From an optimization exercise on the open Yosys and OpenROAD flow, aimed at small area and a short achievable clock period; shortcuts taken in it are not production practice. Where RTL was checked, it was by simulation tests only, not by an equivalence proof against the original.

==> flow/design.v (excerpt) <==
module FPU_Addition #(parameter BITS=32)
                        (input [BITS-1:0]A,
                         input [BITS-1:0]B,
                         input clk,
                         output [BITS-1:0] result);
    wire [7:0] eA = A[30:23];
    wire [7:0] eB = B[30:23];
    wire [7:0] dAB, dBA;
    wire       cAB, cBA;
    fpa_add #(8) u_dab (.a(eA), .b(~eB), .cin(1'b1), .s(dAB), .cout(cAB));
    fpa_add #(8) u_dba (.a(eB), .b(~eA), .cin(1'b1), .s(dBA), .cout(cBA));
    wire comp = cAB;                              
    wire [7:0] d = comp ? dAB : dBA;
    wire [23:0] mL = comp ? {1'b1, A[22:0]} : {1'b1, B[22:0]};
    wire [23:0] mS = comp ? {1'b1, B[22:0]} : {1'b1, A[22:0]};
    wire [7:0]  eL = comp ? eA : eB;
    wire        sL = comp ? A[31] : B[31];
    wire        sub = A[31] ^ B[31];
    wire [23:0] s0 = d[0] ? {1'b0,  mS[23:1]} : mS;
    wire [23:0] s1 = d[1] ? {2'b0,  s0[23:2]} : s0;
    wire [23:0] s2 = d[2] ? {4'b0,  s1[23:4]} : s1;
    wire [23:0] s3 = d[3] ? {8'b0,  s2[23:8]} : s2;
    wire [23:0] s4 = d[4] ? {16'b0, s3[23:16]} : s3;
    wire [23:0] mSa = (|d[7:5]) ? 24'd0 : s4;
    wire [24:0] T;
    wire        tc;
    fpa_add #(25) u_add (.a({1'b0, mL}), .b({1'b0, mSa} ^ {25{sub}}), .cin(sub),
                         .s(T), .cout(tc));
    reg [24:0] T_r;
    reg [7:0]  eL_r;
    reg        sL_r;
    always @(posedge clk) begin
        T_r  <= T;
        eL_r <= eL;
        sL_r <= sL;
    end
    wire        z4 = ~|T_r[24:9];
    wire [24:0] n4 = z4 ? {T_r[8:0], 16'd0} : T_r;
    wire        z3 = ~|n4[24:17];
    wire [24:0] n3 = z3 ? {n4[16:0], 8'd0} : n4;
    wire        z2 = ~|n3[24:21];
    wire [24:0] n2 = z2 ? {n3[20:0], 4'd0} : n3;
    wire        z1 = ~|n2[24:23];
    wire [24:0] n1 = z1 ? {n2[22:0], 2'd0} : n2;
    wire        z0 = ~n1[24];
    wire [23:0] n0 = z0 ? n1[22:0] : n1[23:1];
    wire        tz = ~|T_r;
    wire [4:0]  lz = {z4, z3, z2, z1, z0};
  ...
For scale: ~780 cells after synthesis, about 34 flip-flops, about 0.0064 sq mm of cells after synthesis.
clock: 30.0 ns
lec_check: 0
cap_margin: 20
core_margin: 2
core_utilization: 40
slew_margin: 20
standard.sh (not shown) runs the stock make flow with config.mk's settings and CLKGATE_MAP_FILE= SYNTH_SCRIPT=/design/flow/synth_recipe.tcl, a recipe that flattens the netlist after the stock synthesis.
==> flow/flow/run.sh <==
#!/bin/bash
# Standard synthesis and layout with two changes: the port buffers are the
# small sky130_fd_sc_hd__buf_1 instead of the delay buffer buffer_ports picks
# by default, and the timing repair steps aim for extra setup slack (the
# margin in flow/margin.txt) so that they size and buffer the critical paths.
set -euo pipefail
MARGIN=$(cat flow/margin.txt)
bash standard.sh finish SETUP_SLACK_MARGIN=$MARGIN \
    "BUFFER_PORTS_ARGS=-buffer_cell sky130_fd_sc_hd__buf_1" > standard.log 2>&1
==> flow/flow/margin.txt <==
19
The baseline produced a clean layout.
Then changed:
==> flow/run.sh (new file) <==
#!/bin/bash
# synth_recipe.tcl (not shown) runs the flow's synth.tcl, then flattens the netlist and writes it again
# the make line also repeats each setting of config.mk as NAME=value (left out here)
make -C /OpenROAD-flow-scripts/flow DESIGN_CONFIG=/design/flow/config.mk WORK_HOME=/design/flow/orfs CLKGATE_MAP_FILE= SYNTH_SCRIPT=/design/flow/synth_recipe.tcl finish
removed: flow/flow/run.sh
removed: flow/flow/margin.txt
removed: flow/standard.sh
Effect: Core utilization decreases by 1.9 points. Area after synthesis stays the same. First-iteration DRC count decreases by 23%. Hold slack gets better by 0.36 ns.
Function was not checked in any run of this note: the RTL went through the layout flow alone.


FPU_Addition, a different RTL version from the one above (not shown whole).
Size: roughly 97 I/O pins, roughly 0.0065 mm² of cells after synthesis.
## FPU_Addition
module FPU_Addition #(parameter BITS=32)
                        (input [BITS-1:0]A,
                         input [BITS-1:0]B,
                         input clk,
                         output reg [BITS-1:0] result);
    wire [7:0] eA = A[30:23];
    wire [7:0] eB = B[30:23];
    wire [7:0] X;
    wire       comp;                              
    fpa_add #(8, 3) u_dab (.a(eA), .b(~eB), .cin(1'b1), .s(X), .cout(comp));
    wire [4:0] Xn = ~X[4:0] + 5'd1;
    wire [4:0] d = comp ? X[4:0] : Xn;
    wire       big = comp ? |X[7:5] : ~(&X[7:5] & |X[4:0]);
    wire [23:0] mL = comp ? {1'b1, A[22:0]} : {1'b1, B[22:0]};
    wire [23:0] mS = comp ? {1'b1, B[22:0]} : {1'b1, A[22:0]};
    wire [7:0]  eL = comp ? eA : eB;
    wire        sL = comp ? A[31] : B[31];
    wire        sub = A[31] ^ B[31];
    wire [23:0] s0 = d[0] ? {1'b0,  mS[23:1]} : mS;
    wire [23:0] s1 = d[1] ? {2'b0,  s0[23:2]} : s0;
    wire [23:0] s2 = d[2] ? {4'b0,  s1[23:4]} : s1;
    wire [23:0] s3 = d[3] ? {8'b0,  s2[23:8]} : s2;
    wire [23:0] s4 = d[4] ? {16'b0, s3[23:16]} : s3;
    wire [23:0] mSa = big ? 24'd0 : s4;
    wire [24:0] T;
    wire        tc;
    fpa_add #(25, 5) u_add (.a({1'b0, mL}), .b({1'b0, mSa} ^ {25{sub}}), .cin(sub),
                         .s(T), .cout(tc));
    wire [24:0] T_r = T;
    wire [7:0]  eL_r = eL;
    wire        sL_r = sL;
    wire [31:0] V = {T_r, 7'h7f};
    wire [15:0] v1;  wire [15:0] c1;
    wire [7:0]  v2;  wire [15:0] c2;
    wire [3:0]  v3;  wire [11:0] c3;
    wire [1:0]  v4;  wire [7:0]  c4;
    genvar q;
    generate
        for (q = 0; q < 16; q = q + 1) begin : l1
            assign v1[q] = V[2*q+1] | V[2*q];
            assign c1[q] = ~V[2*q+1];
        end
  ...
export LEC_CHECK = 0
export CAP_MARGIN = 20
export CORE_MARGIN = 2
export CORE_UTILIZATION = 40
export CTS_BUF_LIST = sky130_fd_sc_hd__clkbuf_8
export CTS_CLUSTER_DIAMETER = 200
export CTS_CLUSTER_SIZE = 40
export SLEW_MARGIN = 20
create_clock -name core_clock -period 30.0 [get_ports {clk}]
==> flow/flow/run.sh <==
#!/bin/bash
# Standard synthesis and layout with two changes: the port buffers are the
# small sky130_fd_sc_hd__buf_1 instead of the delay buffer buffer_ports picks
# by default, and the timing repair steps aim for extra setup slack (the
# margin in flow/margin.txt) so that they size and buffer the critical paths.
set -euo pipefail
MARGIN=$(cat flow/margin.txt)
bash standard.sh finish SETUP_SLACK_MARGIN=$MARGIN \
    "BUFFER_PORTS_ARGS=-buffer_cell sky130_fd_sc_hd__buf_1" > standard.log 2>&1
==> flow/flow/margin.txt <==
14.8
The starting point went through all stages and came out clean.
Edit:
==> flow/flow/margin.txt (replaced) <==
14
Result:
- The new run went through all stages and came out clean
- global-route usage fell by 0.17 points
- final cell count went down slightly
- sequential share of layout area rises by 0.33 points

==> separate check: timing with driven ports <==
How much do the figures lean on ideal ports? The routed layouts below were timed once more, with nothing changed but the port constraints.
Step 1, drivers: a clkbuf_16 drives clk and a buf_2 each remaining input, both assumed.
Step 2 moves the port delays by t, midway between the first and last clock arrival at a register: inputs arrive t later, outputs are due t later. That takes back most of the time a late clock gives input paths.
Slacks: ideal ports / drivers / drivers and shift; pairs: ideal ports / drivers.
run | shift t [ns] | setup WS [ns] | clock arrival spread, ns | slew at the worst register clock pin (ns)
the first run of note 1 | 0.304 | 19.081 / 19.064 / 18.760 | 0.004 / 0.004 | 0.05 / 0.05
the second run of note 1 | 0.312 | 17.362 / 17.325 / 17.067 | 0.007 / 0.007 | 0.05 / 0.05
the first run of note 2 | 0.321 | 15.206 / 15.213 / 14.893 | 0.005 / 0.005 | 0.07 / 0.07
the second run of note 2 | 0.321 | 14.668 / 14.675 / 14.354 | 0.004 / 0.004 | 0.07 / 0.07
After both steps setup and hold are still met in every run listed. For the first run of note 1, which loses most, drivers alone change the setup slack by -0.017 ns; drivers and shift together by -0.321 ns.
